Background: an optimization exercise with open tools, aiming at small area, a short achievable clock period and few clock cycles. Do not read the settings as production practice. In this exercise RTL edits were held to simulation tests only and were not proved equivalent to the original.

==> raven: inputs <==
==> flow/design.v (excerpt) <==
module CONV(
	input				clk,
	input				reset,
	output	reg			busy,
	input				ready,
	output	reg	[11:0]	iaddr,
	input		[19:0]	idata,
	output	reg  		cwr,
	output	reg [11:0]	caddr_wr,
	output	reg [19:0]	cdata_wr,
	output	reg 		crd,
	output	reg	[11:0]	caddr_rd,
	input		[19:0] 	cdata_rd,
	output		[2:0] 	csel
	);
reg  [12:0] L;         
reg  [1:0]  ph;        
reg         scan_done;
reg         g;         
wire        run = busy & ~scan_done;
wire        cend = (ph == 2'd2);
wire [12:0] Linc = L + 13'd1;
wire [12:0] Ln  = (run & cend) ? Linc : L;
wire [1:0]  phn = ~run ? ph : cend ? ((Linc[12:6] == 7'd0) ? 2'd1 : 2'd0) : ph + 2'd1;
wire [6:0]  rown = Ln[12:6] + {5'd0, phn} - 7'd1;
always @(posedge clk or posedge reset) begin
	if (reset) begin
		L <= 13'd0;
		ph <= 2'd1;
		scan_done <= 1'b0;
	end else begin
		L <= Ln;
		ph <= phn;
		if (run & cend & L[12]) scan_done <= 1'b1;
	end
end
always @(posedge clk) begin
	iaddr <= {rown[5:0], Ln[5:0]};
	g <= rown[6];
end
reg [19:0] p;
reg [21:0] p3;
reg        v1, cend1, first1, x62_1, col0_1, row0_1, cinit1;
reg [2:0] sL0;
reg [2:0] sL1;
reg [2:0] sC0;
reg [2:0] sC1;
reg [2:0] sR0;
reg actR0;
  ...
==> flow/config.mk <==
export PLATFORM = sky130hd
export DESIGN_NAME = CONV
export DESIGN_NICKNAME = CONV
export VERILOG_FILES = /design/flow/design.v
export SDC_FILE = /design/flow/constraint.sdc
export NUM_CORES = 4
export LEC_CHECK = 0
export ABC_CLOCK_PERIOD_IN_PS = 3000
export CAP_MARGIN = 20
export CORE_MARGIN = 2
export CORE_UTILIZATION = 60
export SLEW_MARGIN = 20
==> flow/constraint.sdc <==
create_clock -name core_clock -period 10.0 [get_ports {clk}]
set_input_delay 2.0000 -clock core_clock [delete_from_list [all_inputs] [get_ports {clk}]]
set_output_delay 2.0000 -clock core_clock [all_outputs]
set_load 0.01 [all_outputs]
standard.sh (not shown) runs the stock make flow with config.mk's settings and CLKGATE_MAP_FILE= SYNTH_SCRIPT=/design/flow/synth_recipe.tcl, a recipe that flattens the netlist after the stock synthesis.
==> flow/flow/run.sh <==
#!/bin/bash
export SETUP_SLACK_MARGIN=6.7
export BUFFER_PORTS_ARGS="-buffer_cell sky130_fd_sc_hd__buf_2"
bash standard.sh > standard.log 2>&1
==> inputs of ember, as changes to raven <==
--- a/flow/design.v
+++ b/flow/design.v
@@ -35,41 +35,59 @@
 		if (run & cend & L[12]) scan_done <= 1'b1;
 	end
 end
 always @(posedge clk) begin
 	iaddr <= {rown[5:0], Ln[5:0]};
 	g <= rown[6];
 end
+reg [19:0] p0;
+reg [2:0]  phq;        
+reg        vq, cendq, firstq, x0q, x62q, x63q, col0q, row0q, cinitq;
+always @(posedge clk) begin
+	p0     <= g ? 20'd0 : idata;
+	phq    <= {ph == 2'd2, ph == 2'd1, ph == 2'd0};
+	cendq  <= cend;
+	firstq <= (ph == 2'd0) | ((L[12:6] == 7'd0) & (ph == 2'd1));
+	x0q    <= (L[5:0] == 6'd0);
+	x62q   <= (L[5:0] == 6'd62);
+	x63q   <= (L[5:0] == 6'd63);
+	col0q  <= (L == 13'd0);
+	row0q  <= (L[12:6] == 7'd0);
+	cinitq <= (L[5:0] == 6'd0) & ((ph == 2'd0) | ((L[12:6] == 7'd0) & (ph == 2'd1)));
+end
 reg [19:0] p;
 reg [21:0] p3;
-reg        v1, cend1, first1, x62_1, col0_1, row0_1, cinit1;
+reg        v1, cend1, first1, x62_1, x63_1, col0_1, row0_1, cinit1;
 reg [2:0] sL0;
 reg [2:0] sL1;
 reg [2:0] sC0;
 reg [2:0] sC1;
 reg [2:0] sR0;
 reg actR0;
 reg [2:0] sR1;
 reg actR1;
-wire [2:0]  phq = {ph == 2'd2, ph == 2'd1, ph == 2'd0};
-wire        x0q = (L[5:0] == 6'd0);
-wire [21:0] idata3 = {{2{idata[19]}}, idata} + {idata[19], idata, 1'b0};
 always @(posedge clk or posedge reset) begin
-	if (reset) v1 <= 1'b0;
-	else v1 <= run;
+	if (reset) begin
+		vq <= 1'b0;
+		v1 <= 1'b0;
+	end else begin
+		vq <= run;
+		v1 <= vq;
+	end
 end
 always @(posedge clk) begin
-	p      <= g ? 20'd0 : idata;
-	p3     <= g ? 22'd0 : idata3;
-	cend1  <= cend;
-	first1 <= (ph == 2'd0) | ((L[12:6] == 7'd0) & (ph == 2'd1));
-	x62_1  <= (L[5:0] == 6'd62);
-	col0_1 <= (L == 13'd0);
-	row0_1 <= (L[12:6] == 7'd0);
-	cinit1 <= (L[5:0] == 6'd0) & ((ph == 2'd0) | ((L[12:6] == 7'd0) & (ph == 2'd1)));
+	p      <= p0;
+	p3     <= {{2{p0[19]}}, p0} + {p0[19], p0, 1'b0};
+	cend1  <= cendq;
+	first1 <= firstq;
+	x62_1  <= x62q;
+	x63_1  <= x63q;
+	col0_1 <= col0q;
+	row0_1 <= row0q;
+	cinit1 <= cinitq;
 	sL0 <= phq;
 	sL1 <= phq;
 	sC0 <= phq;
 	sC1 <= phq;
 	sR0 <= x0q ? 3'b000 : phq;
 	actR0 <= ~x0q;
 	sR1 <= x0q ? 3'b000 : phq;
@@ -1257,16 +1275,16 @@
 	RBc <= tCc;
 	RCs <= tLs;
 	RCc <= tLc;
 end
 reg         e2;        
 reg         csel1;     
 reg         pr1, pr2, pr3, q;
-reg  [11:0] oa;        
 reg  [19:0] M, Rr;
+wire [11:0] oprev = csel1 ? {caddr_wr[9:5], 1'b1, caddr_wr[4:0], 1'b1} : caddr_wr;
 wire [35:0] osum = RAs + RAc;
 assign csel = {1'b0, csel1, 1'b1};
 wire pair_start = cwr & ~csel1 & caddr_wr[6] & ~caddr_wr[0];
 wire pair_end   = cwr & ~csel1 & caddr_wr[6] &  caddr_wr[0];
 wire [19:0] mr = (Rr > M) ? Rr : M;
 wire [19:0] mw = (cdata_wr > M) ? cdata_wr : M;
 always @(posedge clk or posedge reset) begin
@@ -1290,19 +1308,20 @@
 		cwr <= e2 | q;
 		if (cwr & csel1 & (caddr_wr[9:0] == 10'd1023)) busy <= 1'b0;
 	end
 end
 always @(posedge clk) begin
 	Rr <= cdata_rd;
 	caddr_rd <= {caddr_wr[11:6] - 6'd1, caddr_wr[5:1], pr1};
-	if (!busy) oa <= 12'd0;
-	else if (e2) oa <= oa + 12'd1;
-	if (e2) begin
+	if (!busy) begin
+		csel1 <= 1'b0;
+		caddr_wr <= 12'hfff;
+	end else if (e2) begin
 		csel1 <= 1'b0;
-		caddr_wr <= oa;
+		caddr_wr <= oprev + 12'd1;
 		cdata_wr <= osum[35] ? 20'd0 : osum[35:16];
 	end else if (q) begin
 		csel1 <= 1'b1;
 		caddr_wr <= {2'b00, caddr_wr[11:7], caddr_wr[5:1]};
 		cdata_wr <= mw;
 	end
 	if (pair_start) M <= cdata_wr;
--- a/flow/config.mk
+++ b/flow/config.mk
@@ -5,8 +5,10 @@
 export SDC_FILE = /design/flow/constraint.sdc
 export NUM_CORES = 4
 export LEC_CHECK = 0
 export ABC_CLOCK_PERIOD_IN_PS = 3000
 export CAP_MARGIN = 20
 export CORE_MARGIN = 2
 export CORE_UTILIZATION = 60
+export CTS_CLUSTER_DIAMETER = 100
+export CTS_CLUSTER_SIZE = 20
 export SLEW_MARGIN = 20
==> qor summary <==
Status: raven no timing/DRC/antenna violations; ember no timing/DRC/antenna violations
Total setup buffers inserted after CTS: raven 50; ember 28
Worst Skew: raven 0.03034 ns; ember 0.02579 ns
Final RePlAce weighted congestion: raven 0.9802; ember 0.9448
Number of sequential cells in the layout: raven 402; ember 420
Mean number of vias per cell: raven 6.003; ember 6.040
Worst endpoint data arrival time: raven 4.02 ns; ember 3.82 ns
Die outline width: raven 221.2 um; ember 223.0 um
Post-Syn Instances: raven 2,770; ember 2,832
Critical Path Source: raven idata[1]; ember first1$_DFF_P_
Inverter count of the layout excluding clock inverters: raven 452; ember 458
Clock buffers created by TritonCTS: raven 47; ember 24
Hold Worst Slack: raven 0.3863 ns; ember 0.3246 ns
Total length of routed wires: raven 88,210 um; ember 84,580 um
Chip Height: raven 221.2 um; ember 223.0 um
Compound-cell area share of the yosys netlist: raven 10.76%; ember 11.06%
Met2 usage in global routing: raven 58.90%; ember 50.84%
Count of buffering cells on the critical path with inverters included: raven 1; ember 5
Share of async-settable or async-resettable flops after synthesis: raven 6.219%; ember 6.190%
Final non-clock buffer share: raven 6.910%; ember 5.411%
Deepest level of the CTS H-tree: raven 2; ember 1
Number of sinks on the clock net: raven 402; ember 420
Number of core rows: raven 79; ember 80
Testbench counts of raven, summed over its fixed seeds: cycles 146,796.
Testbench counts of ember, summed over its fixed seeds: cycles 146,808.


==> run M: inputs <==
CONV, a different RTL version from the one above (not shown whole).
clock: 10.0 ns
lec_check: 0
abc_clock_period_in_ps: 3000
cap_margin: 20
core_margin: 2
core_utilization: 40
slew_margin: 20
==> flow/flow/run.sh <==
#!/bin/bash
export SETUP_SLACK_MARGIN=6.8
bash standard.sh > standard.log 2>&1
==> run F (differences from run M) <==
--- a/flow/design.v
+++ b/flow/design.v
@@ -15,13 +15,13 @@
 	output		[2:0] 	csel
 	);
 reg  [12:0] L;         
 reg  [1:0]  ph;        
 reg         scan_done;
 reg         g;         
-wire        run = busy & ~scan_done;
+wire        run = (busy | ready) & ~scan_done;
 wire        cend = (ph == 2'd2);
 wire [12:0] Linc = L + 13'd1;
 wire [12:0] Ln  = (run & cend) ? Linc : L;
 wire [1:0]  phn = ~run ? ph : cend ? ((Linc[12:6] == 7'd0) ? 2'd1 : 2'd0) : ph + 2'd1;
 wire [6:0]  rown = Ln[12:6] + {5'd0, phn} - 7'd1;
 always @(posedge clk or posedge reset) begin
@@ -36,57 +36,39 @@
 	end
 end
 always @(posedge clk) begin
 	iaddr <= {rown[5:0], Ln[5:0]};
 	g <= rown[6];
 end
-reg [19:0] p0;
-reg [2:0]  phq;        
-reg        vq, cendq, firstq, x0q, x62q, x63q, col0q, row0q, cinitq;
-always @(posedge clk) begin
-	p0     <= g ? 20'd0 : idata;
-	phq    <= {ph == 2'd2, ph == 2'd1, ph == 2'd0};
-	cendq  <= cend;
-	firstq <= (ph == 2'd0) | ((L[12:6] == 7'd0) & (ph == 2'd1));
-	x0q    <= (L[5:0] == 6'd0);
-	x62q   <= (L[5:0] == 6'd62);
-	x63q   <= (L[5:0] == 6'd63);
-	col0q  <= (L == 13'd0);
-	row0q  <= (L[12:6] == 7'd0);
-	cinitq <= (L[5:0] == 6'd0) & ((ph == 2'd0) | ((L[12:6] == 7'd0) & (ph == 2'd1)));
-end
 reg [19:0] p;
 reg [21:0] p3;
-reg        v1, cend1, first1, x62_1, x63_1, col0_1, row0_1, cinit1;
+reg        v1, cend1, first1, x62_1, col0_1, row0_1, cinit1;
 reg [2:0] sL0;
 reg [2:0] sL1;
 reg [2:0] sC0;
 reg [2:0] sC1;
 reg [2:0] sR0;
 reg actR0;
 reg [2:0] sR1;
 reg actR1;
+wire [2:0]  phq = {ph == 2'd2, ph == 2'd1, ph == 2'd0};
+wire        x0q = (L[5:0] == 6'd0);
+wire [21:0] idata3 = {{2{idata[19]}}, idata} + {idata[19], idata, 1'b0};
 always @(posedge clk or posedge reset) begin
-	if (reset) begin
-		vq <= 1'b0;
-		v1 <= 1'b0;
-	end else begin
-		vq <= run;
-		v1 <= vq;
-	end
+	if (reset) v1 <= 1'b0;
+	else v1 <= run;
 end
 always @(posedge clk) begin
-	p      <= p0;
-	p3     <= {{2{p0[19]}}, p0} + {p0[19], p0, 1'b0};
-	cend1  <= cendq;
-	first1 <= firstq;
-	x62_1  <= x62q;
-	x63_1  <= x63q;
-	col0_1 <= col0q;
-	row0_1 <= row0q;
-	cinit1 <= cinitq;
+	p      <= g ? 20'd0 : idata;
+	p3     <= g ? 22'd0 : idata3;
+	cend1  <= cend;
+	first1 <= (ph == 2'd0) | ((L[12:6] == 7'd0) & (ph == 2'd1));
+	x62_1  <= (L[5:0] == 6'd62);
+	col0_1 <= (L == 13'd0);
+	row0_1 <= (L[12:6] == 7'd0);
+	cinit1 <= (L[5:0] == 6'd0) & ((ph == 2'd0) | ((L[12:6] == 7'd0) & (ph == 2'd1)));
 	sL0 <= phq;
 	sL1 <= phq;
 	sC0 <= phq;
 	sC1 <= phq;
 	sR0 <= x0q ? 3'b000 : phq;
 	actR0 <= ~x0q;
==> flow/flow/run.sh (replaced) <==
#!/bin/bash
export SETUP_SLACK_MARGIN=6.5
bash standard.sh > standard.log 2>&1
==> run P (differences from run M) <==
==> flow/flow/run.sh (replaced) <==
#!/bin/bash
export SETUP_SLACK_MARGIN=6.5
bash standard.sh > standard.log 2>&1
==> comparison table <==
	run M	run P	run F
Wire length on met1	36.66 mm	38.14 mm	38.89 mm
Fraction of area in multi-input gates	52.99%	54.19%	55.80%
Standard-cell rows	98	98	97
Clock sink count	411	411	381
Final Cycle Share	35.23%	35.37%	35.99%
Run status	finished clean	finished clean	finished clean
Post-route worst setup slack	6477 ps	6463 ps	6401 ps
Length in cells of the worst reg-to-reg path	8	17	7
Area of the die	74260 um^2	74260 um^2	72910 um^2
Source of the worst hold timing path	row0q	firstq	pr1
Post-synthesis compound-gate area fraction	10.86%	10.86%	11.03%
Global-route wire length before repair	135.1 mm	134.8 mm	134.1 mm
Worst Hold End	row0_1	first1	caddr_rd[0]
CP Max Fanout	5	5	4
Testbench counts of run M, summed over its fixed seeds: cycles 146,808.
Testbench counts of run F, summed over its fixed seeds: cycles 146,784.
Testbench counts of run P, summed over its fixed seeds: cycles 146,808.

==> afterwards: timing with drivers on the ports <==
The results above use ideal ports. As a check the final layouts listed here were re-extracted and re-timed, cells and wires unchanged. Step 1 sets driving cells, clkbuf_16 on the clock port and buf_2 on the other inputs (assumed; they add their load-dependent delay and slew). Step 2, shift: input delay + t, output delay - t, t = (earliest + latest rising clock arrival at the registers) / 2. This alone moves slack from input paths to output paths. Slacks: ideal / step 1 / step 2; pairs: ideal / step 1.
run | t (ns) | setup slack, ns | worst setup path after step 2 | worst data-port slew with drivers (ns) | pins driven straight from the clock port
raven | 0.674 | 6.427 / 6.448 / 5.773 | input to register | 0.06 | 1
ember | 0.643 | 6.646 / 6.646 / 6.646 | register to register | 0.04 | 1
run M | 0.663 | 6.477 / 6.503 / 5.840 | input to register | 0.05 | 1
run F | 0.645 | 6.401 / 6.432 / 5.787 | input to register | 0.07 | 1
run P | 0.657 | 6.463 / 6.480 / 5.828 | input to register | 0.05 | 1
After both steps every run listed still meets setup and hold. The setup slack of raven, which loses most, moves by +0.021 ns with the drivers and by -0.654 ns with both steps.
